Context: an optimization exercise on an open-source flow, tuned for small area. The choices shown serve that exercise and are no tape-out recipe.
Only simulation tests tie the RTL to the original design; equivalence was not proved.
Power is estimated from default activity; no workload was simulated.

[design.v]
module qoi_encoder(
	input wire[7:0] r,
	input wire[7:0] g,
	input wire[7:0] b,
	input wire[7:0] a,
	input wire finish,
	input wire clk,
	input wire rst,
	output wire[39:0] chunk,
	output wire[2:0] chunk_len
);
reg[7:0] pr, pg, pb, pa;
reg[7:0] ppa;
reg[5:0] ph_hash;  
reg wv;            
reg pix;           
reg[7:0] c0;
reg[7:0] c1;
reg[2:0] clen;
reg rep;         
reg[5:0] runm1;  
reg pre_run;     
reg pre_pend;    
reg ph;
reg[25:0] st[0:63];
reg[63:0] valid;
wire[25:0] cur26 = {pr, pg, pb, pa[7:6]};
wire[25:0] wd = cur26 ^ {26{ph}};
wire[63:0] we = 64'd1 << ph_hash;
wire[25:0] st_d[0:63];
genvar e, i;
generate for (e = 0; e < 64; e = e + 1) begin : ent
	wire wr = we[e] & wv;
	wire nwr = ~wr;
	for (i = 0; i < 26; i = i + 1) begin : bt
		qoi_encoder_cell c(.s(st[e][i]), .we(wr), .nwe(nwr), .d(wd[i]), .y(st_d[e][i]));
	end
	always @(posedge clk)
		st[e] <= st_d[e];
end endgenerate
wire[26:0] rdn[0:21];
wire[26:0] rd;
generate for (e = 0; e < 21; e = e + 1) begin : rg
	for (i = 0; i < 27; i = i + 1) begin : rb
		qoi_encoder_sel3 s(
			.a0(i < 26 ? st[3*e][i] : valid[3*e]), .s0(we[3*e]),
			.a1(i < 26 ? st[3*e+1][i] : valid[3*e+1]), .s1(we[3*e+1]),
			.a2(i < 26 ? st[3*e+2][i] : valid[3*e+2]), .s2(we[3*e+2]),
			.y(rdn[e][i]));
	end
end endgenerate
assign rdn[21] = ~({valid[63], st[63]} & {27{we[63]}});
generate for (i = 0; i < 27; i = i + 1) begin : ro
	wire[21:0] col;
	for (e = 0; e < 22; e = e + 1) begin : rc
		assign col[e] = rdn[e][i];
	end
	assign rd[i] = ~&col;
end endgenerate
wire match = rd[26] ? (rd[25:0] == wd) : (ph_hash == 6'd0 && cur26 == 26'd0);
wire k = pre_run | pre_pend;
wire[7:0] pfx = pre_pend ? ppa : {2'b11, runm1};
wire[7:0] b0 = match ? {2'b00, ph_hash} : c0;
wire[2:0] len = !pix ? 3'd0 : match ? 3'd1 : clen;
assign chunk[7:0]   = k ? pfx : b0;
assign chunk[15:8]  = k ? b0 : c1;
assign chunk[23:16] = k ? c1 : pg;
assign chunk[31:24] = k ? pg : pb;
assign chunk[39:32] = k ? pb : pa;
assign chunk_len = (k && len == 3'd5) ? 3'd5 : len + {2'b00, k};
wire ovf = k && len == 3'd5;
wire[5:0] h = r[5:0] * 6'd3 + g[5:0] * 6'd5 + b[5:0] * 6'd7 + a[5:0] * 6'd11;
wire is_rep = {pr, pg, pb, pa} == {r, g, b, a};
wire[7:0] vr = r - pr;
wire[7:0] vg = g - pg;
wire[7:0] vb = b - pb;
wire[7:0] vg_r = vr - vg;
wire[7:0] vg_b = vb - vg;
wire is_diff = (vr[7:1] == 7'h00 || vr[7:1] == 7'h7f) &&
               (vg[7:1] == 7'h00 || vg[7:1] == 7'h7f) &&
               (vb[7:1] == 7'h00 || vb[7:1] == 7'h7f);
wire is_luma = (vg[7:5] == 3'h0 || vg[7:5] == 3'h7) &&
               (vg_r[7:3] == 5'h00 || vg_r[7:3] == 5'h1f) &&
               (vg_b[7:3] == 5'h00 || vg_b[7:3] == 5'h1f);
always @(posedge clk) begin
	ph <= ~ph;
	ppa <= pa;
	pr <= r;
	pg <= g;
	pb <= b;
	pa <= a;
	ph_hash <= h;
	wv <= !finish;
	pre_pend <= ovf;
	c1 <= r;
	if (pa != a) begin
		c0 <= 8'hff;
		clen <= 5;
	end else if (is_diff) begin
		c0 <= {2'b01, ~vr[1], vr[0], ~vg[1], vg[0], ~vb[1], vb[0]};
		clen <= 1;
	end else if (is_luma) begin
		c0 <= {2'b10, ~vg[5], vg[4:0]};
		c1 <= {~vg_r[3], vg_r[2:0], ~vg_b[3], vg_b[2:0]};
		clen <= 2;
	end else begin
		c0 <= 8'hfe;
		clen <= 4;
	end
	if (finish) begin
		pix <= 0;
		rep <= 0;
		pre_run <= rep;
	end else if (is_rep) begin
		pix <= 0;
		if (rep) begin
			runm1 <= runm1 + 6'd1;
			pre_run <= runm1 == 6'd60;
			rep <= runm1 != 6'd60;
		end else begin
			runm1 <= 0;
			pre_run <= 0;
			rep <= 1;
		end
	end else begin
		pix <= 1;
		pre_run <= rep;
		rep <= 0;
	end
	if (wv)
		valid[ph_hash] <= 1'b1;
	if (rst) begin
		pr <= 0;
		pg <= 0;
		pb <= 0;
		pa <= 255;
		wv <= 0;
		pix <= 0;
		rep <= 0;
		pre_run <= 0;
		pre_pend <= 0;
		valid <= 0;
	end
end
endmodule
module qoi_encoder_cell(input wire s, input wire we, input wire nwe, input wire d, output wire y);
assign y = ~((s | we) & (nwe | d));
endmodule
module qoi_encoder_sel3(input wire a0, input wire s0, input wire a1, input wire s1,
	input wire a2, input wire s2, output wire y);
assign y = ~(a0 & s0 | a1 & s1 | a2 & s2);
endmodule
[run.sh]
#!/bin/bash
# synth_recipe.tcl (not shown) runs the flow's synth.tcl, then flattens the netlist and writes it again
# the make line also repeats each setting of config.mk as NAME=value (left out here)
make -C /OpenROAD-flow-scripts/flow DESIGN_CONFIG=/design/flow/config.mk WORK_HOME=/design/flow/orfs CLKGATE_MAP_FILE= SYNTH_SCRIPT=/design/flow/synth_recipe.tcl finish
[config.mk]
export PLATFORM = sky130hd
export DESIGN_NAME = qoi_encoder
export DESIGN_NICKNAME = qoi_encoder
export VERILOG_FILES = /design/flow/design.v
export SDC_FILE = /design/flow/constraint.sdc
export NUM_CORES = 4
export LEC_CHECK = 0
export CAP_MARGIN = 20
export CORE_MARGIN = 2
export CORE_UTILIZATION = 65
export SLEW_MARGIN = 20
export SYNTH_HIERARCHICAL = 1
[constraint.sdc]
create_clock -name core_clock -period 10.0 [get_ports {clk}]
set_input_delay 2.0000 -clock core_clock [delete_from_list [all_inputs] [get_ports {clk}]]
set_output_delay 2.0000 -clock core_clock [all_outputs]
set_load 0.01 [all_outputs]
==> results of run 1 <==
## Yosys stat by module (local to each module, per instance)
module / times used / flip-flops and latches
qoi_encoder_cell: 1664 / 0
qoi_encoder_sel3: 567 / 0
qoi_encoder: 1 / 1805
## synth_stat cells, types with 28 or more instances
master and number:
sky130_fd_sc_hd__nand3_1 70, sky130_fd_sc_hd__o22ai_1 1664, sky130_fd_sc_hd__fa_1 28, sky130_fd_sc_hd__nand2_1 171, sky130_fd_sc_hd__nor4_1 45, sky130_fd_sc_hd__a21oi_1 88
sky130_fd_sc_hd__xor2_1 50, sky130_fd_sc_hd__a222oi_1 567, sky130_fd_sc_hd__dfxtp_1 1799, sky130_fd_sc_hd__nand4_1 156, sky130_fd_sc_hd__ha_1 65, sky130_fd_sc_hd__xnor2_1 43
sky130_fd_sc_hd__inv_1 152, sky130_fd_sc_hd__clkbuf_1 34, sky130_fd_sc_hd__nor2_1 215, sky130_fd_sc_hd__nor2b_1 35
## routing by layer
layer	track usage (%)	share of wire (%)	wire (um)	vias to the layer above
met4	29.3	7.5	17500	6
met1	63.4	37	86100	28000
met3	14.0	15	33900	880
met2	65.9	41	95900	4607
li1	-	-	-	23800
met5	0	0.015	35	-
## how the worst max path moves through the flow
stage,from,end,slack [ps],cells after the start
global placement,ph_hash[0],chunk[12],1400,17
CTS,ph_hash[0],chunk[11],450,17
detailed placement,ph_hash[0],chunk[11],1300,17
finish,ph_hash[0],chunk[11],-40,17
global route,ph_hash[0],chunk[9],110,17
floorplan,ph,chunk[0],3090,9
## per-stage QoR
stage	worst slack, ps	hold slack (ps)	instance area, sq um
6_report	-39.9	395	70600
5_1_grt	109	407	70600
4_1_cts	446	395	70600
3_5_place_dp	1300	386	64800
3_3_place_gp	1400	381	64800
2_1_floorplan	3090	362	60700
## power breakdown
| part | switching [mW] | total, mW | internal [mW] |
|---|---|---|---|
| logic | 3.55 | 5.48 | 1.93 |
| registers | 1.05 | 10.1 | 9.06 |
| clock network | 2.80 | 6.66 | 3.86 |
## sequential cells by signal, indices dropped and copies added, names as in the netlist
register and cells:
c0 8, c1 8, clen 3, pa 8, pb 8, pg 8
ph 1, ph_hash 6, pix 1, ppa 8, pr 8, pre_pend 1
pre_run 1, rep 1, runm1 6, st 1664, valid 64, wv 1
## cell type report
cell class                      count  area (sq um)
Antenna cell                        3          7.51
Clock buffer                      256          5210
Clock inverter                     54           599
Fill cell                        6438         22300
Inverter                          152           571
Multi-Input combinational cell   3412         24400
Sequential cell                  1805         36200
Tap cell                         1254          1570
Timing Repair Buffer              254          2110
## logic make-up (layout without fill, tap and decap cells)
family / after synthesis / in the layout
muxes: 19 / 19
adders and majority gates: 93 / 93
xor gates and xnor gates: 95 / 95
DFF: 1805 / 1805
AOI/OAI and AO/OA: 2432 / 2432
other: 0 / 3
buffers and inverters: 206 / 716
and+or+nand+nor: 773 / 773
==> flow_summary.html, run 1 <==
<table>
<tr><th>Metric</th><th>Value</th></tr>
<tr><th colspan="2">STA</th></tr>
<tr><td>Tightest slew margin relative to the limit</td><td>between 15 and 20%</td></tr>
<tr><td>Max Fclk</td><td>between 0.09 and 0.1 GHz</td></tr>
<tr><td>Min Clock Period, post-route</td><td>around 10000 ps</td></tr>
<tr><td>Final clock period utilization by the worst path</td><td>100%</td></tr>
<tr><td>Finish-stage setup viols</td><td>3</td></tr>
<tr><td>Final number of max-transition violations</td><td>0</td></tr>
<tr><td>Setup TNS Final</td><td>-65.7 ps</td></tr>
<tr><td>Slew at the pin closest to its max-slew limit</td><td>around 1200 ps</td></tr>
<tr><td>Final hold vios</td><td>0</td></tr>
<tr><td>Final setup slack of the worst path</td><td>-39.9 ps</td></tr>
<tr><td>RSZ-0062 raised after global routing</td><td>no</td></tr>
<tr><td>Maximum clock skew at final layout</td><td>34.6 ps</td></tr>
<tr><th colspan="2">Final layout</th></tr>
<tr><td>Net count, final</td><td>~5900</td></tr>
<tr><td>Share of cells above drive strength 1</td><td>10.1%</td></tr>
<tr><td>Post-layout util</td><td>around three quarters</td></tr>
<tr><td>Most common library cell in the layout ignoring fill and taps</td><td>sky130_fd_sc_hd__dfxtp_1</td></tr>
<tr><td>Top library cells by usage in the layout, fill and taps aside</td><td>sky130_fd_sc_hd__dfxtp_1, sky130_fd_sc_hd__o22ai_1, sky130_fd_sc_hd__a222oi_1, sky130_fd_sc_hd__clkbuf_16, sky130_fd_sc_hd__buf_4</td></tr>
<tr><td>Cell Count, Final, Fillers Out</td><td>between 7000 and 8000</td></tr>
<tr><td>Growth of design area from synthesis to finish</td><td>16.4%</td></tr>
<tr><th colspan="2">Clock tree</th></tr>
<tr><td>CTS tree</td><td>done</td></tr>
<tr><td>Buffers inserted by post-CTS timing repair</td><td>0</td></tr>
<tr><td>Clock Root Buffer</td><td>sky130_fd_sc_hd__clkbuf_16</td></tr>
<tr><td>Post-CTS Hold Buffers</td><td>0</td></tr>
<tr><td>Post-CTS clock slew at the launch and capture registers of the worst setup and hold paths</td><td>approximately 60 ps</td></tr>
<tr><td>Latest clock arrival within the worst-skew pair</td><td>between 700 and 800 ps</td></tr>
<tr><td>CTS Buf Count</td><td>about 170</td></tr>
<tr><td>CTS max path bufs</td><td>3</td></tr>
<tr><td>H-tree levels</td><td>4</td></tr>
<tr><td>Post_cts resized</td><td>0</td></tr>
<tr><td>CTS Sinks</td><td>between 1500 and 2000</td></tr>
<tr><th colspan="2">Logic synthesis</th></tr>
<tr><td>Syn Area/Cell</td><td>~11 sq um</td></tr>
<tr><td>Number of enable flip-flop cells after synthesis</td><td>6</td></tr>
<tr><td>Adder-Cell Fraction of Synth Area</td><td>between 2 and 2.5%</td></tr>
<tr><td>Number of distinct library cell variants in the gate-level netlist after synthesis</td><td>between 60 and 70</td></tr>
<tr><td>Post-synthesis register bit count</td><td>around 1800</td></tr>
<tr><td>Main flop type after synthesis</td><td>sky130_fd_sc_hd__dfxtp_1</td></tr>
<tr><td>Simple-gate share of the synthesized area</td><td>under 10%</td></tr>
<tr><td>Sequential fraction of the synthesis area</td><td>59.7%</td></tr>
<tr><td>XOR/XNOR Fraction of Synth Area</td><td>1.41%</td></tr>
<tr><td>Synth Instances</td><td>around 5400</td></tr>
<tr><td>Dominant cells by area after synthesis</td><td>sky130_fd_sc_hd__dfxtp_1, sky130_fd_sc_hd__o22ai_1, sky130_fd_sc_hd__a222oi_1, sky130_fd_sc_hd__nand4_1, sky130_fd_sc_hd__ha_1</td></tr>
<tr><td>Warnings from Yosys</td><td>9</td></tr>
<tr><td>Number of nets in the synthesized netlist</td><td>between 5000 and 6000</td></tr>
<tr><td>Synth area leader</td><td>sky130_fd_sc_hd__dfxtp_1</td></tr>
<tr><td>Share of synthesized area spent on multiplexers</td><td>less than 1%</td></tr>
<tr><td>Share of flip-flops with an asynchronous set or reset</td><td>0%</td></tr>
<tr><td>Compound-cell area share of the yosys netlist</td><td>about 29%</td></tr>
<tr><td>Largest family of logic cells by synthesized area</td><td>compound AO/OA/AOI/OAI gates</td></tr>
<tr><td>Synthesized cell area</td><td>~61000 sq um</td></tr>
<tr><td>Share of Yosys cell area claimed by the top area cell type</td><td>~59%</td></tr>
<tr><th colspan="2">GRT</th></tr>
<tr><td>Via count of the first global-routing pass</td><td>51600</td></tr>
<tr><td>Initial antenna violation count</td><td>6</td></tr>
<tr><td>All-Layer GR Usage</td><td>46.9%</td></tr>
<tr><td>Maximum number of pins on one net before global-route repair</td><td>101</td></tr>
<tr><td>Total gr overflow</td><td>0</td></tr>
<tr><td>Global-route wire length before repair</td><td>approximately 340000 um</td></tr>
<tr><th colspan="2">Worst setup path</th></tr>
<tr><td>Buf+Inv Stages, Crit Path</td><td>4</td></tr>
<tr><td>Top cell family by delay on the critical path</td><td>simple AND/OR/NAND/NOR gates</td></tr>
<tr><td>Required time at the endpoint of the critical path</td><td>around 8000 ps</td></tr>
<tr><td>Reg-to-reg critical path startpoint</td><td>ph_hash[0]</td></tr>
<tr><td>Setup slack, reg-to-reg</td><td>between 3000 and 4000 ps</td></tr>
<tr><td>Ordered cell list for the critical path</td><td>inv_1 &gt; ha_1 &gt; ha_1 &gt; inv_1 &gt; nor2_2 &gt; buf_4 &gt; a222oi_1 &gt; nand4_1 &gt; nor4_2 &gt; nand3_2 &gt; xor2_1 &gt; or4_1 &gt; or3_4 &gt; o41ai_4 &gt; mux2i_1 &gt; a21oi_1 &gt; clkdlybuf4s50_1</td></tr>
<tr><td>R2r endpoint</td><td>pre_pend</td></tr>
<tr><td>Max stage delay on crit path</td><td>approximately 750 ps</td></tr>
<tr><td>Critical path arrival</td><td>8040 ps</td></tr>
<tr><td>Depth of the worst register-to-register path</td><td>16</td></tr>
<tr><td>Startpoint Class</td><td>register</td></tr>
<tr><td>Crit end category</td><td>output pin</td></tr>
<tr><td>Type of the setup path with the least slack</td><td>reg -&gt; out</td></tr>
<tr><td>Crit-path max FO</td><td>27</td></tr>
<tr><td>Slowest-stage cell, CP</td><td>sky130_fd_sc_hd__o41ai_4</td></tr>
<tr><th colspan="2">Hold path</th></tr>
<tr><td>Endpoint of the worst hold-timing path</td><td>ppa[0]</td></tr>
<tr><td>Worst Hold Path Cells</td><td>0</td></tr>
<tr><td>Class of the worst hold path</td><td>reg -&gt; reg</td></tr>
<tr><td>Hold_sp</td><td>pa[0]</td></tr>
<tr><th colspan="2">Outcome</th></tr>
<tr><td>Status</td><td>finished with violations</td></tr>
<tr><td>Layout checks that failed</td><td>setup timing</td></tr>
<tr><th colspan="2">Detailed routing</th></tr>
<tr><td>Pre-Repair DR Iteration Count</td><td>14</td></tr>
<tr><td>Starting DRC count in detailed routing</td><td>11600</td></tr>
<tr><td>Post-DRT Antenna Nets</td><td>0</td></tr>
<tr><td>Post-detailed-routing wire length</td><td>around 230000 um</td></tr>
<tr><td>Total via count after detailed routing</td><td>roughly 57000</td></tr>
<tr><td>Remaining routing DRC violations</td><td>0</td></tr>
<tr><td>Routed vias/inst</td><td>between 7 and 8</td></tr>
<tr><td>Per-cell routed wire length</td><td>around 32 um</td></tr>
<tr><th colspan="2">Floorplan</th></tr>
<tr><td>Core Footprint</td><td>just over 90000 sq um</td></tr>
<tr><td>Top-level I/O count</td><td>slightly below 80</td></tr>
<tr><td>Starting utilization of the core area</td><td>65.3%</td></tr>
<tr><td>Number of rows created at floorplan</td><td>around 110</td></tr>
<tr><td>Horiz. Die Dim</td><td>around 310 um</td></tr>
<tr><td>Die Area</td><td>95800 sq um</td></tr>
<tr><td>DIE HEIGHT</td><td>about 310 um</td></tr>
<tr><th colspan="2">Pwr</th></tr>
<tr><td>Worst vdd rail ir drop</td><td>around 0.00020 V</td></tr>
<tr><td>Ratio of total power to cell area</td><td>approximately 320 nW/um^2</td></tr>
<tr><td>Leakage power</td><td>about 28 nW</td></tr>
<tr><td>Total power consumption of the routed design</td><td>roughly 22 mW</td></tr>
<tr><th colspan="2">Placement</th></tr>
<tr><td>Detailed-placement wirelength estimate</td><td>about 140000 um</td></tr>
<tr><td>RD Place Congestion</td><td>approximately 1.1</td></tr>
<tr><td>Count of input and output buffers</td><td>77</td></tr>
<tr><td>Cell total after placement</td><td>about 7000</td></tr>
<tr><th colspan="2">Run</th></tr>
<tr><td>Max-capacitance violation count</td><td>0</td></tr>
</table>
==> inputs of run 2 (changes only) <==
--- a/design.v
+++ b/design.v
@@ -6,13 +6,13 @@
 	input wire finish,
 	input wire clk,
 	input wire rst,
-	output wire[39:0] chunk,
-	output wire[2:0] chunk_len
+	output reg[39:0] chunk,
+	output reg[2:0] chunk_len
 );
 reg[7:0] pr, pg, pb, pa;
 reg[7:0] ppa;
 reg[5:0] ph_hash;  
-reg wv;            
+reg[7:0] sel_lo, sel_hi;
 reg pix;           
 reg[7:0] c0;
 reg[7:0] c1;
@@ -26,12 +26,13 @@
 reg[63:0] valid;
 wire[25:0] cur26 = {pr, pg, pb, pa[7:6]};
 wire[25:0] wd = cur26 ^ {26{ph}};
-wire[63:0] we = 64'd1 << ph_hash;
+wire[63:0] we;
 wire[25:0] st_d[0:63];
 genvar e, i;
 generate for (e = 0; e < 64; e = e + 1) begin : ent
-	wire wr = we[e] & wv;
-	wire nwr = ~wr;
+	assign we[e] = sel_lo[e % 8] & sel_hi[e / 8];
+	wire wr = we[e];
+	wire nwr = ~(sel_lo[e % 8] & sel_hi[e / 8]);
 	for (i = 0; i < 26; i = i + 1) begin : bt
 		qoi_encoder_cell c(.s(st[e][i]), .we(wr), .nwe(nwr), .d(wd[i]), .y(st_d[e][i]));
 	end
@@ -62,12 +63,8 @@
 wire[7:0] pfx = pre_pend ? ppa : {2'b11, runm1};
 wire[7:0] b0 = match ? {2'b00, ph_hash} : c0;
 wire[2:0] len = !pix ? 3'd0 : match ? 3'd1 : clen;
-assign chunk[7:0]   = k ? pfx : b0;
-assign chunk[15:8]  = k ? b0 : c1;
-assign chunk[23:16] = k ? c1 : pg;
-assign chunk[31:24] = k ? pg : pb;
-assign chunk[39:32] = k ? pb : pa;
-assign chunk_len = (k && len == 3'd5) ? 3'd5 : len + {2'b00, k};
+wire[39:0] chunk_d = {k ? pb : pa, k ? pg : pb, k ? c1 : pg, k ? b0 : c1, k ? pfx : b0};
+wire[2:0] chunk_len_d = (k && len == 3'd5) ? 3'd5 : len + {2'b00, k};
 wire ovf = k && len == 3'd5;
 wire[5:0] h = r[5:0] * 6'd3 + g[5:0] * 6'd5 + b[5:0] * 6'd7 + a[5:0] * 6'd11;
 wire is_rep = {pr, pg, pb, pa} == {r, g, b, a};
@@ -84,13 +81,16 @@
                (vg_b[7:3] == 5'h00 || vg_b[7:3] == 5'h1f);
 always @(posedge clk) begin
 	ph <= ~ph;
+	chunk <= chunk_d;
+	chunk_len <= chunk_len_d;
 	ppa <= pa;
 	pr <= r;
 	pg <= g;
 	pb <= b;
 	pa <= a;
 	ph_hash <= h;
-	wv <= !finish;
+	sel_lo <= (8'd1 << h[2:0]) & {8{!finish && !rst}};
+	sel_hi <= 8'd1 << h[5:3];
 	pre_pend <= ovf;
 	c1 <= r;
 	if (pa != a) begin
@@ -127,14 +127,12 @@
 		pre_run <= rep;
 		rep <= 0;
 	end
-	if (wv)
-		valid[ph_hash] <= 1'b1;
+	valid <= valid | we;
 	if (rst) begin
 		pr <= 0;
 		pg <= 0;
 		pb <= 0;
 		pa <= 255;
-		wv <= 0;
 		pix <= 0;
 		rep <= 0;
 		pre_run <= 0;
--- a/config.mk
+++ b/config.mk
@@ -8,5 +8,8 @@
 export CAP_MARGIN = 20
 export CORE_MARGIN = 2
 export CORE_UTILIZATION = 65
+export CTS_BUF_LIST = sky130_fd_sc_hd__clkbuf_8
+export CTS_CLUSTER_DIAMETER = 45
+export CTS_CLUSTER_SIZE = 16
 export SLEW_MARGIN = 20
 export SYNTH_HIERARCHICAL = 1
==> flow_summary.html, run 2 <==
<table>
<tr><th>Metric</th><th>Value</th></tr>
<tr><th colspan="2">Outcome</th></tr>
<tr><td>Status</td><td>no timing/DRC/antenna violations</td></tr>
<tr><th colspan="2">GRT</th></tr>
<tr><td>Via count of the first global-routing pass</td><td>slightly below 50000</td></tr>
<tr><td>All-Layer GR Usage</td><td>39.5%</td></tr>
<tr><td>Global-route wire length before repair</td><td>between 200000 and 300000 um</td></tr>
<tr><td>Maximum number of pins on one net before global-route repair</td><td>between 60 and 70</td></tr>
<tr><td>Total gr overflow</td><td>0</td></tr>
<tr><td>Initial antenna violation count</td><td>10</td></tr>
<tr><th colspan="2">Pwr</th></tr>
<tr><td>Leakage power</td><td>around 27 nW</td></tr>
<tr><td>Worst vdd rail ir drop</td><td>approximately 0.00022 V</td></tr>
<tr><td>Ratio of total power to cell area</td><td>approximately 270 nW/um^2</td></tr>
<tr><td>Total power consumption of the routed design</td><td>between 15 and 20 mW</td></tr>
<tr><th colspan="2">Clock tree</th></tr>
<tr><td>CTS Buf Count</td><td>155</td></tr>
<tr><td>CTS max path bufs</td><td>3</td></tr>
<tr><td>CTS Sinks</td><td>between 1500 and 2000</td></tr>
<tr><td>H-tree levels</td><td>4</td></tr>
<tr><td>Post_cts resized</td><td>0</td></tr>
<tr><td>CTS tree</td><td>done</td></tr>
<tr><td>Post-CTS clock slew at the launch and capture registers of the worst setup and hold paths</td><td>90 ps</td></tr>
<tr><td>Latest clock arrival within the worst-skew pair</td><td>between 800 and 900 ps</td></tr>
<tr><td>Clock Root Buffer</td><td>sky130_fd_sc_hd__clkbuf_8</td></tr>
<tr><td>Post-CTS Hold Buffers</td><td>0</td></tr>
<tr><td>Buffers inserted by post-CTS timing repair</td><td>0</td></tr>
<tr><th colspan="2">Logic synthesis</th></tr>
<tr><td>Number of enable flip-flop cells after synthesis</td><td>6</td></tr>
<tr><td>Synthesized cell area</td><td>60900 sq um</td></tr>
<tr><td>Synth area leader</td><td>sky130_fd_sc_hd__dfxtp_1</td></tr>
<tr><td>Dominant cells by area after synthesis</td><td>sky130_fd_sc_hd__dfxtp_1, sky130_fd_sc_hd__o22ai_1, sky130_fd_sc_hd__a222oi_1, sky130_fd_sc_hd__nand4_1, sky130_fd_sc_hd__ha_1</td></tr>
<tr><td>Number of nets in the synthesized netlist</td><td>5436</td></tr>
<tr><td>Main flop type after synthesis</td><td>sky130_fd_sc_hd__dfxtp_1</td></tr>
<tr><td>Most frequent cells after synthesis</td><td>sky130_fd_sc_hd__dfxtp_1, sky130_fd_sc_hd__o22ai_1, sky130_fd_sc_hd__a222oi_1</td></tr>
<tr><td>Syn Area/Cell</td><td>about 11 sq um</td></tr>
<tr><td>Post-synthesis register bit count</td><td>1863</td></tr>
<tr><td>Synth Instances</td><td>around 5300</td></tr>
<tr><td>Sequential fraction of the synthesis area</td><td>around three fifths</td></tr>
<tr><td>Warnings from Yosys</td><td>9</td></tr>
<tr><td>Share of Yosys cell area claimed by the top area cell type</td><td>61.0%</td></tr>
<tr><td>Number of distinct library cell variants in the gate-level netlist after synthesis</td><td>74</td></tr>
<tr><td>Share of flip-flops with an asynchronous set or reset</td><td>0%</td></tr>
<tr><td>Dominant cell by count in the synthesized netlist</td><td>sky130_fd_sc_hd__dfxtp_1</td></tr>
<tr><th colspan="2">Worst setup path</th></tr>
<tr><td>Reg-to-reg critical path startpoint</td><td>sel_lo[2]</td></tr>
<tr><td>Type of the setup path with the least slack</td><td>reg -&gt; reg</td></tr>
<tr><td>Startpoint Class</td><td>register</td></tr>
<tr><td>Required time at the endpoint of the critical path</td><td>10710 ps</td></tr>
<tr><td>Ordered cell list for the critical path</td><td>nand2_1 &gt; buf_4 &gt; clkinv_1 &gt; buf_4 &gt; a222oi_1 &gt; nand4_1 &gt; a211oi_1 &gt; a21oi_1 &gt; or4_1 &gt; nor4_1 &gt; a41oi_2 &gt; mux2i_1 &gt; nand2_1 &gt; o21ai_0 &gt; o21ai_0</td></tr>
<tr><td>Slowest-stage cell, CP</td><td>sky130_fd_sc_hd__a211oi_1</td></tr>
<tr><td>Crit end category</td><td>register</td></tr>
<tr><td>Setup slack, reg-to-reg</td><td>3020 ps</td></tr>
<tr><td>Critical path arrival</td><td>around 7700 ps</td></tr>
<tr><td>Crit-path max FO</td><td>34</td></tr>
<tr><td>Max stage delay on crit path</td><td>about 940 ps</td></tr>
<tr><td>R2r endpoint</td><td>chunk[4]</td></tr>
<tr><td>Depth of the worst register-to-register path</td><td>15</td></tr>
<tr><th colspan="2">Hold path</th></tr>
<tr><td>Hold_sp</td><td>pa[1]</td></tr>
<tr><td>Worst Hold Path Cells</td><td>0</td></tr>
<tr><td>Endpoint of the worst hold-timing path</td><td>ppa[1]</td></tr>
<tr><td>Class of the worst hold path</td><td>reg -&gt; reg</td></tr>
<tr><th colspan="2">Final layout</th></tr>
<tr><td>Net count, final</td><td>5792</td></tr>
<tr><td>Biggest register</td><td>st</td></tr>
<tr><td>Max reg flops</td><td>approximately 1700</td></tr>
<tr><td>Most common library cell in the layout ignoring fill and taps</td><td>sky130_fd_sc_hd__dfxtp_1</td></tr>
<tr><td>Share of cells above drive strength 1</td><td>8.15%</td></tr>
<tr><td>Largest registers</td><td>st x1664, valid x64, chunk x40</td></tr>
<tr><td>Filler instances</td><td>a little under 7000</td></tr>
<tr><td>Top library cells by usage in the layout, fill and taps aside</td><td>sky130_fd_sc_hd__dfxtp_1, sky130_fd_sc_hd__o22ai_1, sky130_fd_sc_hd__a222oi_1, sky130_fd_sc_hd__clkbuf_8, sky130_fd_sc_hd__nor2_1</td></tr>
<tr><td>Growth of design area from synthesis to finish</td><td>11.9%</td></tr>
<tr><th colspan="2">STA</th></tr>
<tr><td>Setup TNS Final</td><td>0 ps</td></tr>
<tr><td>Max Fclk</td><td>0.143 GHz</td></tr>
<tr><td>Slew at the pin closest to its max-slew limit</td><td>1190 ps</td></tr>
<tr><td>Final hold vios</td><td>0</td></tr>
<tr><td>Finish-stage setup viols</td><td>0</td></tr>
<tr><td>Tightest slew margin relative to the limit</td><td>between 10% and 20%</td></tr>
<tr><td>Maximum clock skew at final layout</td><td>around 47 ps</td></tr>
<tr><td>RSZ-0062 raised after global routing</td><td>no</td></tr>
<tr><td>Final number of max-transition violations</td><td>0</td></tr>
<tr><td>Min Clock Period, post-route</td><td>around 7000 ps</td></tr>
<tr><td>Final clock period utilization by the worst path</td><td>69.8%</td></tr>
<tr><th colspan="2">Detailed routing</th></tr>
<tr><td>Total via count after detailed routing</td><td>between 50000 and 60000</td></tr>
<tr><td>Post-DRT Antenna Nets</td><td>0</td></tr>
<tr><td>Per-cell routed wire length</td><td>roughly 28 um</td></tr>
<tr><td>Pre-Repair DR Iteration Count</td><td>10</td></tr>
<tr><td>Starting DRC count in detailed routing</td><td>roughly 7800</td></tr>
<tr><td>Remaining routing DRC violations</td><td>0</td></tr>
<tr><td>Routed vias/inst</td><td>7.50</td></tr>
<tr><td>Post-detailed-routing wire length</td><td>approximately 200000 um</td></tr>
<tr><th colspan="2">Placement</th></tr>
<tr><td>Count of input and output buffers</td><td>77</td></tr>
<tr><td>Detailed-placement wirelength estimate</td><td>roughly 120000 um</td></tr>
<tr><td>RD Place Congestion</td><td>~0.95</td></tr>
<tr><th colspan="2">Floorplan</th></tr>
<tr><td>Horiz. Die Dim</td><td>roughly 310 um</td></tr>
<tr><td>Die Area</td><td>~96000 sq um</td></tr>
<tr><td>Top-level I/O count</td><td>just under 80</td></tr>
<tr><td>Number of rows created at floorplan</td><td>~110</td></tr>
<tr><td>Core Footprint</td><td>93000 sq um</td></tr>
<tr><td>DIE HEIGHT</td><td>310 um</td></tr>
<tr><td>Starting utilization of the core area</td><td>between 60% and 70%</td></tr>
<tr><th colspan="2">Run</th></tr>
<tr><td>Max-capacitance violation count</td><td>0</td></tr>
</table>
[run 2: where the power goes]
part	switching (mW)	total [mW]	internal, mW
clock network	2.52	4.60	2.08
registers	1.13	10.6	9.52
logic	1.75	3.21	1.46
total	5.40	18.5	13.1
[run 2: layout make-up]
type / instances / area, sq um / share of cell area, %
Sequential cell: 1863 / 37400 / 54.8
Multi-Input combinational cell: 3263 / 23300 / 34.2
Clock buffer: 182 / 2500 / 3.67
Timing Repair Buffer: 246 / 2040 / 2.99
Tap cell: 1254 / 1570 / 2.30
Clock inverter: 72 / 821 / 1.20
Inverter: 144 / 541 / 0.793
Antenna cell: 2 / 5.00 / 0.00734
[run 2: cell families after synthesis]
logic type,Yosys count,synth area share (%)
and+or+nand+nor,662,5.39
muxes,21,0.361
adders and majority gates,88,2.14
buffers and inverters,191,1.21
AOI/OAI and AO/OA,2402,28.3
DFF,1863,61.3
xor gates and xnor gates,90,1.32
[run 2: stage by stage]
| stage | hold slack, ps | instances | cell area [sq um] | util [%] | setup WS, ps |
|---|---|---|---|---|---|
| 6_report | 391 | 7026 | 68200 | 73.3 | 3020 |
| 2_1_floorplan | 363 | 5317 | 60900 | - | 3860 |
| 4_1_cts | 393 | 7024 | 68200 | 73.2 | 3290 |
| 3_3_place_gp | 377 | 6770 | 64800 | 69.7 | 2610 |
| 5_1_grt | 396 | 7025 | 68200 | 73.3 | 2810 |
| 3_5_place_dp | 381 | 6770 | 64800 | 69.7 | 2520 |
[run 2: how the worst max path moves through the flow]
stage	from	end	cells after the start
final	sel_lo[2]	chunk[4]	15
after global routing	sel_hi[2]	chunk_len[2]	16
after CTS	sel_hi[0]	chunk[4]	15
after detailed placement	g[1]	c1[5]	17
after global placement	g[1]	c1[2]	17
after floorplan	b[2]	sel_hi[4]	14
[run 2: Yosys stat by module, one instance, submodules excluded]
module	times used	cells inside
qoi_encoder	1	3086
qoi_encoder_sel3	567	1
qoi_encoder_cell	1664	1
[run 2: worst max-delay path: cells and delay by family (launching register included)]
family / cells / cell delay, ps
buffers and inverters: 3 / 1490
muxes: 1 / 780
AOI/OAI and AO/OA: 6 / 2340
DFF: 1 / 560
and+or+nand+nor: 5 / 1600
[run 2: routing by layer]
metal | up-vias | part of all wire (%) | global-route usage (%)
met3 | 551 | 11 | 8.23
met1 | 26000 | 40 | 54.2
met4 | 6 | 5.4 | 20.3
met2 | 2906 | 43 | 59.2
met5 | - | 0.035 | 0
li1 | 23300 | - | -
==> inputs of run 3 (changes only) <==
--- a/design.v
+++ b/design.v
@@ -11,12 +11,14 @@
 );
 reg[7:0] pr, pg, pb, pa;
 reg[7:0] ppa;
-reg[5:0] ph_hash;  
 reg[7:0] sel_lo, sel_hi;
+wire[5:0] ph_hash = {
+	|sel_hi[7:4], sel_hi[7] | sel_hi[6] | sel_hi[3] | sel_hi[2], sel_hi[7] | sel_hi[5] | sel_hi[3] | sel_hi[1],
+	|sel_lo[7:4], sel_lo[7] | sel_lo[6] | sel_lo[3] | sel_lo[2], sel_lo[7] | sel_lo[5] | sel_lo[3] | sel_lo[1]};
 reg pix;           
 reg[7:0] c0;
 reg[7:0] c1;
-reg[2:0] clen;
+wire[2:0] clen = c0[7:6] == 2'b11 ? (c0[0] ? 3'd5 : 3'd4) : c0[7] ? 3'd2 : 3'd1;
 reg rep;         
 reg[5:0] runm1;  
 reg pre_run;     
@@ -58,7 +60,7 @@
 	end
 	assign rd[i] = ~&col;
 end endgenerate
-wire match = rd[26] ? (rd[25:0] == wd) : (ph_hash == 6'd0 && cur26 == 26'd0);
+wire match = rd[26] ? (rd[25:0] == wd) : (sel_lo[0] && sel_hi[0] && cur26 == 26'd0);
 wire k = pre_run | pre_pend;
 wire[7:0] pfx = pre_pend ? ppa : {2'b11, runm1};
 wire[7:0] b0 = match ? {2'b00, ph_hash} : c0;
@@ -88,24 +90,19 @@
 	pg <= g;
 	pb <= b;
 	pa <= a;
-	ph_hash <= h;
 	sel_lo <= (8'd1 << h[2:0]) & {8{!finish && !rst}};
 	sel_hi <= 8'd1 << h[5:3];
 	pre_pend <= ovf;
 	c1 <= r;
 	if (pa != a) begin
 		c0 <= 8'hff;
-		clen <= 5;
 	end else if (is_diff) begin
 		c0 <= {2'b01, ~vr[1], vr[0], ~vg[1], vg[0], ~vb[1], vb[0]};
-		clen <= 1;
 	end else if (is_luma) begin
 		c0 <= {2'b10, ~vg[5], vg[4:0]};
 		c1 <= {~vg_r[3], vg_r[2:0], ~vg_b[3], vg_b[2:0]};
-		clen <= 2;
 	end else begin
 		c0 <= 8'hfe;
-		clen <= 4;
 	end
 	if (finish) begin
 		pix <= 0;
--- a/config.mk
+++ b/config.mk
@@ -8,8 +8,8 @@
 export CAP_MARGIN = 20
 export CORE_MARGIN = 2
 export CORE_UTILIZATION = 65
-export CTS_BUF_LIST = sky130_fd_sc_hd__clkbuf_8
-export CTS_CLUSTER_DIAMETER = 45
-export CTS_CLUSTER_SIZE = 16
+export CTS_BUF_LIST = sky130_fd_sc_hd__clkbuf_16
+export CTS_CLUSTER_DIAMETER = 80
+export CTS_CLUSTER_SIZE = 32
 export SLEW_MARGIN = 20
 export SYNTH_HIERARCHICAL = 1
==> flow_summary.html, run 3 <==
<table>
<tr><th>Metric</th><th>Value</th></tr>
<tr><th colspan="2">Outcome</th></tr>
<tr><td>Status</td><td>no timing/DRC/antenna violations</td></tr>
<tr><th colspan="2">Logic synthesis</th></tr>
<tr><td>Post-synthesis register bit count</td><td>1854</td></tr>
<tr><td>Dominant cell by count in the synthesized netlist</td><td>sky130_fd_sc_hd__dfxtp_1</td></tr>
<tr><td>Share of Yosys cell area claimed by the top area cell type</td><td>approximately three fifths</td></tr>
<tr><td>Compound-cell area share of the yosys netlist</td><td>approximately 28%</td></tr>
<tr><td>Share of synthesized area spent on multiplexers</td><td>less than 1%</td></tr>
<tr><td>Synthesized cell area</td><td>around 61000 sq um</td></tr>
<tr><td>Number of enable flip-flop cells after synthesis</td><td>6</td></tr>
<tr><td>Syn Area/Cell</td><td>between 10 and 15 sq um</td></tr>
<tr><td>Dominant cells by area after synthesis</td><td>sky130_fd_sc_hd__dfxtp_1, sky130_fd_sc_hd__o22ai_1, sky130_fd_sc_hd__a222oi_1, sky130_fd_sc_hd__nand4_1, sky130_fd_sc_hd__ha_1</td></tr>
<tr><td>Sequential fraction of the synthesis area</td><td>around three fifths</td></tr>
<tr><td>Adder-Cell Fraction of Synth Area</td><td>2.11%</td></tr>
<tr><td>Share of flip-flops with an asynchronous set or reset</td><td>0%</td></tr>
<tr><td>Synth area leader</td><td>sky130_fd_sc_hd__dfxtp_1</td></tr>
<tr><td>Main flop type after synthesis</td><td>sky130_fd_sc_hd__dfxtp_1</td></tr>
<tr><td>Synth Instances</td><td>between 5000 and 6000</td></tr>
<tr><td>Warnings from Yosys</td><td>9</td></tr>
<tr><td>Most frequent cells after synthesis</td><td>sky130_fd_sc_hd__dfxtp_1, sky130_fd_sc_hd__o22ai_1, sky130_fd_sc_hd__a222oi_1</td></tr>
<tr><td>XOR/XNOR Fraction of Synth Area</td><td>1.77%</td></tr>
<tr><td>Number of distinct library cell variants in the gate-level netlist after synthesis</td><td>68</td></tr>
<tr><td>Number of nets in the synthesized netlist</td><td>roughly 5400</td></tr>
<tr><td>Simple-gate share of the synthesized area</td><td>under 10%</td></tr>
<tr><td>Largest family of logic cells by synthesized area</td><td>compound AO/OA/AOI/OAI gates</td></tr>
<tr><th colspan="2">Detailed routing</th></tr>
<tr><td>Total via count after detailed routing</td><td>~52000</td></tr>
<tr><td>Starting DRC count in detailed routing</td><td>slightly above 8000</td></tr>
<tr><td>Routed vias/inst</td><td>roughly 7.7</td></tr>
<tr><td>Remaining routing DRC violations</td><td>0</td></tr>
<tr><td>Pre-Repair DR Iteration Count</td><td>14</td></tr>
<tr><td>Per-cell routed wire length</td><td>around 30 um</td></tr>
<tr><td>Post-DRT Antenna Nets</td><td>0</td></tr>
<tr><td>Post-detailed-routing wire length</td><td>between 150000 and 200000 um</td></tr>
<tr><th colspan="2">Final layout</th></tr>
<tr><td>Top library cells by usage in the layout, fill and taps aside</td><td>sky130_fd_sc_hd__dfxtp_1, sky130_fd_sc_hd__o22ai_1, sky130_fd_sc_hd__a222oi_1, sky130_fd_sc_hd__buf_4, sky130_fd_sc_hd__nor2_1</td></tr>
<tr><td>Max reg flops</td><td>1664</td></tr>
<tr><td>Largest registers</td><td>st x1664, valid x64, chunk x40</td></tr>
<tr><td>Sequential cell area</td><td>between 30000 and 40000 sq um</td></tr>
<tr><td>Growth of design area from synthesis to finish</td><td>9.64%</td></tr>
<tr><td>Share of cells above drive strength 1</td><td>under 10%</td></tr>
<tr><td>Filler instances</td><td>6755</td></tr>
<tr><td>Cell Count, Final, Fillers Out</td><td>between 6000 and 7000</td></tr>
<tr><td>Net count, final</td><td>roughly 5600</td></tr>
<tr><td>Total area of multi-input combinational cells</td><td>23200 sq um</td></tr>
<tr><td>Biggest register</td><td>st</td></tr>
<tr><td>Most common library cell in the layout ignoring fill and taps</td><td>sky130_fd_sc_hd__dfxtp_1</td></tr>
<tr><th colspan="2">Pwr</th></tr>
<tr><td>Leakage power</td><td>between 20 and 30 nW</td></tr>
<tr><td>Worst vdd rail ir drop</td><td>between 0.0002 and 0.00025 V</td></tr>
<tr><td>Total power consumption of the routed design</td><td>17.4 mW</td></tr>
<tr><td>Ratio of total power to cell area</td><td>approximately 260 nW/um^2</td></tr>
<tr><th colspan="2">Clock tree</th></tr>
<tr><td>CTS Buf Count</td><td>69</td></tr>
<tr><td>Latest clock arrival within the worst-skew pair</td><td>around 710 ps</td></tr>
<tr><td>CTS Sinks</td><td>between 1500 and 2000</td></tr>
<tr><td>Post-CTS clock slew at the launch and capture registers of the worst setup and hold paths</td><td>between 100 and 150 ps</td></tr>
<tr><td>H-tree levels</td><td>3</td></tr>
<tr><td>Post_cts resized</td><td>0</td></tr>
<tr><td>Buffers inserted by post-CTS timing repair</td><td>0</td></tr>
<tr><td>Clock Root Buffer</td><td>sky130_fd_sc_hd__clkbuf_16</td></tr>
<tr><td>CTS max path bufs</td><td>3</td></tr>
<tr><td>Post-CTS Hold Buffers</td><td>0</td></tr>
<tr><td>CTS tree</td><td>done</td></tr>
<tr><th colspan="2">GRT</th></tr>
<tr><td>Global-route wire length before repair</td><td>between 200000 and 300000 um</td></tr>
<tr><td>Total gr overflow</td><td>0</td></tr>
<tr><td>Initial antenna violation count</td><td>27</td></tr>
<tr><td>Maximum number of pins on one net before global-route repair</td><td>71</td></tr>
<tr><td>Via count of the first global-routing pass</td><td>~47000</td></tr>
<tr><td>All-Layer GR Usage</td><td>40.1%</td></tr>
<tr><th colspan="2">Floorplan</th></tr>
<tr><td>Starting utilization of the core area</td><td>about two thirds</td></tr>
<tr><td>Die Area</td><td>95700 sq um</td></tr>
<tr><td>Core Footprint</td><td>92100 sq um</td></tr>
<tr><td>DIE HEIGHT</td><td>309 um</td></tr>
<tr><td>Top-level I/O count</td><td>78</td></tr>
<tr><td>Number of rows created at floorplan</td><td>111</td></tr>
<tr><td>Horiz. Die Dim</td><td>between 300 and 400 um</td></tr>
<tr><th colspan="2">Placement</th></tr>
<tr><td>Count of input and output buffers</td><td>77</td></tr>
<tr><td>Cell total after placement</td><td>6685</td></tr>
<tr><td>Worst slack after detailed placement</td><td>~2800 ps</td></tr>
<tr><td>RD Place Congestion</td><td>roughly 0.96</td></tr>
<tr><td>Detailed-placement wirelength estimate</td><td>between 100000 and 150000 um</td></tr>
<tr><th colspan="2">STA</th></tr>
<tr><td>Min Clock Period, post-route</td><td>7270 ps</td></tr>
<tr><td>Tightest slew margin relative to the limit</td><td>between 30% and 40%</td></tr>
<tr><td>RSZ-0062 raised after global routing</td><td>no</td></tr>
<tr><td>Slew at the pin closest to its max-slew limit</td><td>1050 ps</td></tr>
<tr><td>Finish-stage setup viols</td><td>0</td></tr>
<tr><td>Final clock period utilization by the worst path</td><td>roughly 73%</td></tr>
<tr><td>Final hold vios</td><td>0</td></tr>
<tr><td>Max Fclk</td><td>around 0.14 GHz</td></tr>
<tr><td>Maximum clock skew at final layout</td><td>47.5 ps</td></tr>
<tr><td>Final number of max-transition violations</td><td>0</td></tr>
<tr><td>Setup TNS Final</td><td>0 ps</td></tr>
<tr><td>Final setup slack of the worst path</td><td>2730 ps</td></tr>
<tr><th colspan="2">Worst setup path</th></tr>
<tr><td>Crit end category</td><td>register</td></tr>
<tr><td>Startpoint Class</td><td>register</td></tr>
<tr><td>Required time at the endpoint of the critical path</td><td>10580 ps</td></tr>
<tr><td>Type of the setup path with the least slack</td><td>reg -&gt; reg</td></tr>
<tr><td>Crit-path max FO</td><td>30</td></tr>
<tr><td>Critical path arrival</td><td>7850 ps</td></tr>
<tr><th colspan="2">Run</th></tr>
<tr><td>Max-capacitance violation count</td><td>0</td></tr>
<tr><th colspan="2">Hold path</th></tr>
<tr><td>Class of the worst hold path</td><td>reg -&gt; reg</td></tr>
</table>
-- run 3: area by class of cell --
type | count | share of cell area (%)
clock inverters | 9 | 0.181
repair buffers | 247 | 3.08
flip-flops and latches | 1854 | 56.0
inverters | 145 | 0.819
multi-input cells | 3196 | 34.9
well taps | 1243 | 2.34
diodes | 11 | 0.0414
clock buffers | 71 | 2.67
-- run 3: path summary, 6_finish.rpt --
kind / startpoint / cells past startpoint / slack (ps) / to
worst max-delay path: sel_lo[7] / 18 / 2730 / chunk_len[2]
worst min register to register: pa[2] / 0 / 370 / ppa[2]
worst min-delay path: pa[2] / 0 / 370 / ppa[2]
worst max register to register: sel_lo[7] / 18 / 2730 / chunk_len[2]
-- run 3: routing by layer --
layer / up-vias / part of all wire [%] / global-route usage (%)
met5: - / 0.13 / 0
met4: 30 / 5.7 / 20.5
met3: 557 / 12 / 9.24
met2: 3017 / 43 / 60.1
met1: 25600 / 39 / 54.4
li1: 22800 / - / -
-- run 3: per-stage QoR --
step                hold slack [ps]  util [%]  cell area (sq um)
floorplan                       360         -              60600
CTS                             377      72.1              66400
global placement                381      70.1              64500
finish                          372      72.2              66400
global route                    369      72.1              66400
detailed placement              381      70.1              64500
-- run 3: modules after synthesis (local to each module, per instance) --
module / copies in the design / flops+latches / area [sq um]
qoi_encoder_cell: 1664 / 0 / 6.26
qoi_encoder: 1 / 1854 / 44500
qoi_encoder_sel3: 567 / 0 / 10.0
-- run 3: cell families (layout without fill, tap and decap cells) --
kind of cell               count (synthesis)  after routing
AOI/OAI and AO/OA                       2356           2356
DFF                                     1854           1854
and+or+nand+nor                          602            602
buffers and inverters                    192            472
xor gates and xnor gates                 121            121
adders and majority gates                 86             86
muxes                                     31             31
other                                      0             11
-- run 3: report_power, final --
part | switching (mW) | leakage, nW | total, mW | internal [mW]
clock network | 2.20 | 0.940 | 3.54 | 1.34
logic | 1.78 | 9.48 | 3.24 | 1.46
registers | 1.11 | 15.5 | 10.6 | 9.46
total | 5.09 | 25.9 | 17.4 | 12.3
-- run 3: worst max-delay path, cell delays in order (launching register included) --
cell and delay (ps):
sky130_fd_sc_hd__dfxtp_1 600, sky130_fd_sc_hd__nand2_1 160, sky130_fd_sc_hd__buf_4 390, sky130_fd_sc_hd__clkinv_1 730, sky130_fd_sc_hd__buf_4 510, sky130_fd_sc_hd__a222oi_1 410
sky130_fd_sc_hd__nand4_1 400, sky130_fd_sc_hd__or4_1 620, sky130_fd_sc_hd__a2111oi_0 430, sky130_fd_sc_hd__xor2_1 190, sky130_fd_sc_hd__nand4_1 150, sky130_fd_sc_hd__nor4_2 880
sky130_fd_sc_hd__a41o_1 680, sky130_fd_sc_hd__nor2_1 170, sky130_fd_sc_hd__a21boi_0 200, sky130_fd_sc_hd__ha_1 170, sky130_fd_sc_hd__ha_1 160, sky130_fd_sc_hd__nand2_1 50
sky130_fd_sc_hd__mux2_2 250
==> inputs of run 4 (changes only) <==
--- a/config.mk
+++ b/config.mk
@@ -5,11 +5,11 @@
 export SDC_FILE = /design/flow/constraint.sdc
 export NUM_CORES = 4
 export LEC_CHECK = 0
-export CAP_MARGIN = 20
+export CAP_MARGIN = 10
 export CORE_MARGIN = 2
-export CORE_UTILIZATION = 65
+export CORE_UTILIZATION = 80
 export CTS_BUF_LIST = sky130_fd_sc_hd__clkbuf_16
 export CTS_CLUSTER_DIAMETER = 80
 export CTS_CLUSTER_SIZE = 32
-export SLEW_MARGIN = 20
+export SLEW_MARGIN = 10
 export SYNTH_HIERARCHICAL = 1
==> flow_summary.html, run 4 <==
<table>
<tr><th>Metric</th><th>Value</th></tr>
<tr><th colspan="2">Worst setup path</th></tr>
<tr><td>Setup slack, reg-to-reg</td><td>2940 ps</td></tr>
<tr><td>Critical path arrival</td><td>between 7000 and 8000 ps</td></tr>
<tr><td>Slowest-stage cell, CP</td><td>sky130_fd_sc_hd__clkinv_1</td></tr>
<tr><td>Type of the setup path with the least slack</td><td>reg -&gt; reg</td></tr>
<tr><td>R2r endpoint</td><td>chunk_len[2]</td></tr>
<tr><td>Reg-to-reg critical path startpoint</td><td>sel_lo[6]</td></tr>
<tr><td>Max stage delay on crit path</td><td>between 800 and 900 ps</td></tr>
<tr><td>Crit end category</td><td>register</td></tr>
<tr><td>Crit-path max FO</td><td>32</td></tr>
<tr><td>Depth of the worst register-to-register path</td><td>18</td></tr>
<tr><td>Ordered cell list for the critical path</td><td>nand2_1 &gt; buf_4 &gt; clkinv_1 &gt; buf_4 &gt; a222oi_1 &gt; nand4_1 &gt; or4_1 &gt; a2111oi_0 &gt; xor2_1 &gt; nand4_1 &gt; nor4_1 &gt; a41o_1 &gt; nor2_1 &gt; a21boi_0 &gt; ha_1 &gt; ha_1 &gt; nand2_1 &gt; mux2_2</td></tr>
<tr><td>Required time at the endpoint of the critical path</td><td>around 11000 ps</td></tr>
<tr><td>Startpoint Class</td><td>register</td></tr>
<tr><th colspan="2">Clock tree</th></tr>
<tr><td>CTS Sinks</td><td>approximately 1900</td></tr>
<tr><td>Buffers inserted by post-CTS timing repair</td><td>0</td></tr>
<tr><td>Latest clock arrival within the worst-skew pair</td><td>about 690 ps</td></tr>
<tr><td>CTS max path bufs</td><td>3</td></tr>
<tr><td>Post-CTS Hold Buffers</td><td>0</td></tr>
<tr><td>CTS tree</td><td>done</td></tr>
<tr><td>Post-CTS clock slew at the launch and capture registers of the worst setup and hold paths</td><td>roughly 120 ps</td></tr>
<tr><td>H-tree levels</td><td>3</td></tr>
<tr><td>Clock Root Buffer</td><td>sky130_fd_sc_hd__clkbuf_16</td></tr>
<tr><td>CTS Buf Count</td><td>between 60 and 70</td></tr>
<tr><td>Post_cts resized</td><td>0</td></tr>
<tr><th colspan="2">Final layout</th></tr>
<tr><td>Share of cells above drive strength 1</td><td>approximately 5.6%</td></tr>
<tr><td>Net count, final</td><td>around 5600</td></tr>
<tr><td>Biggest register</td><td>st</td></tr>
<tr><td>Growth of design area from synthesis to finish</td><td>9.02%</td></tr>
<tr><td>Largest registers</td><td>st x1664, valid x64, chunk x40</td></tr>
<tr><td>Final Instance Area</td><td>around 66000 sq um</td></tr>
<tr><td>Max reg flops</td><td>1664</td></tr>
<tr><td>Most common library cell in the layout ignoring fill and taps</td><td>sky130_fd_sc_hd__dfxtp_1</td></tr>
<tr><td>Cell Count, Final, Fillers Out</td><td>about 6500</td></tr>
<tr><td>Top library cells by usage in the layout, fill and taps aside</td><td>sky130_fd_sc_hd__dfxtp_1, sky130_fd_sc_hd__o22ai_1, sky130_fd_sc_hd__a222oi_1, sky130_fd_sc_hd__nor2_1, sky130_fd_sc_hd__buf_4</td></tr>
<tr><th colspan="2">Logic synthesis</th></tr>
<tr><td>Sequential fraction of the synthesis area</td><td>between 60% and 70%</td></tr>
<tr><td>Share of Yosys cell area claimed by the top area cell type</td><td>about three fifths</td></tr>
<tr><td>Post-synthesis register bit count</td><td>between 1500 and 2000</td></tr>
<tr><td>Number of enable flip-flop cells after synthesis</td><td>6</td></tr>
<tr><td>Most frequent cells after synthesis</td><td>sky130_fd_sc_hd__dfxtp_1, sky130_fd_sc_hd__o22ai_1, sky130_fd_sc_hd__a222oi_1</td></tr>
<tr><td>Number of nets in the synthesized netlist</td><td>between 5000 and 6000</td></tr>
<tr><td>Dominant cells by area after synthesis</td><td>sky130_fd_sc_hd__dfxtp_1, sky130_fd_sc_hd__o22ai_1, sky130_fd_sc_hd__a222oi_1, sky130_fd_sc_hd__nand4_1, sky130_fd_sc_hd__ha_1</td></tr>
<tr><td>Share of flip-flops with an asynchronous set or reset</td><td>0%</td></tr>
<tr><td>Syn Area/Cell</td><td>between 10 and 15 sq um</td></tr>
<tr><td>Synth area leader</td><td>sky130_fd_sc_hd__dfxtp_1</td></tr>
<tr><td>Synthesized cell area</td><td>between 60000 and 70000 sq um</td></tr>
<tr><td>Number of distinct library cell variants in the gate-level netlist after synthesis</td><td>68</td></tr>
<tr><td>Dominant cell by count in the synthesized netlist</td><td>sky130_fd_sc_hd__dfxtp_1</td></tr>
<tr><td>Synth Instances</td><td>roughly 5200</td></tr>
<tr><td>Main flop type after synthesis</td><td>sky130_fd_sc_hd__dfxtp_1</td></tr>
<tr><td>Warnings from Yosys</td><td>9</td></tr>
<tr><th colspan="2">STA</th></tr>
<tr><td>Max Fclk</td><td>between 0.1 and 0.15 GHz</td></tr>
<tr><td>Finish-stage setup viols</td><td>0</td></tr>
<tr><td>Min Clock Period, post-route</td><td>between 7000 and 8000 ps</td></tr>
<tr><td>RSZ-0062 raised after global routing</td><td>no</td></tr>
<tr><td>Setup TNS Final</td><td>0 ps</td></tr>
<tr><td>Maximum clock skew at final layout</td><td>37.6 ps</td></tr>
<tr><td>Tightest slew margin relative to the limit</td><td>approximately an eighth</td></tr>
<tr><td>Final hold vios</td><td>0</td></tr>
<tr><td>Final clock period utilization by the worst path</td><td>a little over two thirds</td></tr>
<tr><td>Final number of max-transition violations</td><td>0</td></tr>
<tr><td>Slew at the pin closest to its max-slew limit</td><td>between 1000 and 1500 ps</td></tr>
<tr><th colspan="2">GRT</th></tr>
<tr><td>Global routing met1 resource utilization</td><td>between 60 and 70%</td></tr>
<tr><td>Global routing's busiest layer</td><td>met2</td></tr>
<tr><td>Via count of the first global-routing pass</td><td>just over 50000</td></tr>
<tr><td>Grt met3 use</td><td>between 10% and 20%</td></tr>
<tr><td>All-Layer GR Usage</td><td>49.4%</td></tr>
<tr><td>Routing usage on met2</td><td>approximately 73%</td></tr>
<tr><td>Maximum number of pins on one net before global-route repair</td><td>79</td></tr>
<tr><td>Global-route wire length before repair</td><td>~300000 um</td></tr>
<tr><td>Initial antenna violation count</td><td>17</td></tr>
<tr><td>Total gr overflow</td><td>0</td></tr>
<tr><th colspan="2">Floorplan</th></tr>
<tr><td>DIE HEIGHT</td><td>roughly 280 um</td></tr>
<tr><td>Top-level I/O count</td><td>78</td></tr>
<tr><td>Core Footprint</td><td>approximately 75000 sq um</td></tr>
<tr><td>Starting utilization of the core area</td><td>81.1%</td></tr>
<tr><td>Horiz. Die Dim</td><td>around 280 um</td></tr>
<tr><td>Number of rows created at floorplan</td><td>100</td></tr>
<tr><td>Die Area</td><td>78000 sq um</td></tr>
<tr><th colspan="2">Detailed routing</th></tr>
<tr><td>Per-cell routed wire length</td><td>roughly 31 um</td></tr>
<tr><td>Starting DRC count in detailed routing</td><td>11200</td></tr>
<tr><td>Routed vias/inst</td><td>~8.4</td></tr>
<tr><td>Post-detailed-routing wire length</td><td>roughly 200000 um</td></tr>
<tr><td>Pre-Repair DR Iteration Count</td><td>15</td></tr>
<tr><td>Total via count after detailed routing</td><td>about 55000</td></tr>
<tr><td>Post-DRT Antenna Nets</td><td>0</td></tr>
<tr><td>Remaining routing DRC violations</td><td>0</td></tr>
<tr><th colspan="2">Pwr</th></tr>
<tr><td>Ratio of total power to cell area</td><td>around 270 nW/um^2</td></tr>
<tr><td>Worst vdd rail ir drop</td><td>about 0.00023 V</td></tr>
<tr><td>Leakage power</td><td>roughly 26 nW</td></tr>
<tr><th colspan="2">Placement</th></tr>
<tr><td>Area of placed instances</td><td>between 60000 and 70000 sq um</td></tr>
<tr><td>Cell total after placement</td><td>6405</td></tr>
<tr><td>Count of input and output buffers</td><td>77</td></tr>
<tr><td>Detailed-placement wirelength estimate</td><td>between 100000 and 150000 um</td></tr>
<tr><td>RD Place Congestion</td><td>0.972</td></tr>
<tr><th colspan="2">Hold path</th></tr>
<tr><td>Class of the worst hold path</td><td>reg -&gt; reg</td></tr>
<tr><td>Endpoint of the worst hold-timing path</td><td>ppa[5]</td></tr>
<tr><td>Hold_sp</td><td>pa[5]</td></tr>
<tr><td>Worst Hold Path Cells</td><td>0</td></tr>
<tr><th colspan="2">Outcome</th></tr>
<tr><td>Status</td><td>no timing/DRC/antenna violations</td></tr>
<tr><th colspan="2">Run</th></tr>
<tr><td>Max-capacitance violation count</td><td>0</td></tr>
</table>
## run 4: cell counts after synthesis
Identical to the previous run, type by type.
## run 4: cell type report
cell class / count / area [sq um]
well taps: 969 / 1210
multi-input cells: 3196 / 23200
clock buffers: 72 / 1800
inverters: 145 / 544
diodes: 7 / 17.5
repair buffers: 241 / 2000
flip-flops and latches: 1854 / 37200
clock inverters: 9 / 130
fillers: 3567 / 8630
## run 4: report_power, final
group	leakage [nW]	total, mW	switching [mW]	internal, mW
combinational	9.61	3.32	1.86	1.46
sequential	15.5	10.7	1.23	9.47
clock	0.951	3.54	2.21	1.34
total	26.0	17.6	5.29	12.3
## run 4: logic make-up after synthesis
group | Yosys count | share of synthesized area (%)
compound gates | 2356 | 28.0
flops | 1854 | 61.3
simple gates | 602 | 5.01
buf+inv | 192 | 1.21
xor+xnor | 121 | 1.77
fa+ha+maj | 86 | 2.11
mux | 31 | 0.570
## run 4: worst max path at each step
stage / start / to / slack, ps
after global placement: b[1] / sel_hi[6] / 3020
after detailed placement: b[1] / sel_hi[5] / 2860
after floorplan: b[2] / sel_hi[4] / 3960
after CTS: sel_lo[6] / chunk_len[2] / 3230
after global routing: sel_lo[6] / chunk_len[2] / 2750
final: sel_lo[6] / chunk_len[2] / 2940
## run 4: worst max-delay path, delay by kind of cell, from the launching register on
kind            cells  cell delay [ps]
compound gates      4             1680
flops               1              630
mux                 1              260
simple gates        7             2090
buf+inv             3             1720
xor+xnor            1              200
fa+ha+maj           2              330
## run 4: Yosys stat by module (local to each module, per instance)
module | area (sq um) | flip-flops and latches
qoi_encoder | 44500 | 1854
qoi_encoder_sel3 | 10.0 | 0
qoi_encoder_cell | 6.26 | 0
## run 4: metrics by stage
step	worst slack [ps]	hold slack [ps]	util [%]	power, mW
after floorplan	3960	360	-	12.7
after global placement	3020	370	85.8	13.5
after detailed placement	2860	377	85.8	13.8
after CTS	3230	395	88.4	17.3
after global routing	2750	409	88.4	18.1
final	2940	398	88.4	17.6
## run 4: metal layers
| metal | up-vias | wire [um] |
|---|---|---|
| met5 | - | 147 |
| met4 | 24 | 18900 |
| met3 | 1216 | 30000 |
| met2 | 4718 | 84800 |
| met1 | 26000 | 66900 |
| li1 | 22700 | - |

-- port drivers added, routing unchanged --
No port has a modelled driver above. Below, the same layouts with a new extraction and two added sets of constraints.
Step 1: set_driving_cell puts a clkbuf_16 on clk and a buf_2 on each other input, an assumption about the parent block.
Step 2, shift: input delay + t, output delay - t, t = (earliest + latest rising clock arrival at the registers) / 2. This alone moves slack from input paths to output paths.
a / b / c = no drivers / after step 1 / after step 2; a / b = the first two.
| run | shift t [ns] | setup slack, ns | pins driven straight from the clock port |
|---|---|---|---|
| run 1 | 0.847 | -0.040 / -0.110 / 0.737 | 1 |
| run 2 | 0.933 | 3.023 / 3.023 / 2.437 | 1 |
| run 3 | 0.764 | 2.725 / 2.725 / 2.725 | 1 |
| run 4 | 0.742 | 2.941 / 2.941 / 2.661 | 1 |
For run 2, which loses most, drivers alone change the setup slack by 0.000 ns; drivers and shift together by -0.586 ns.
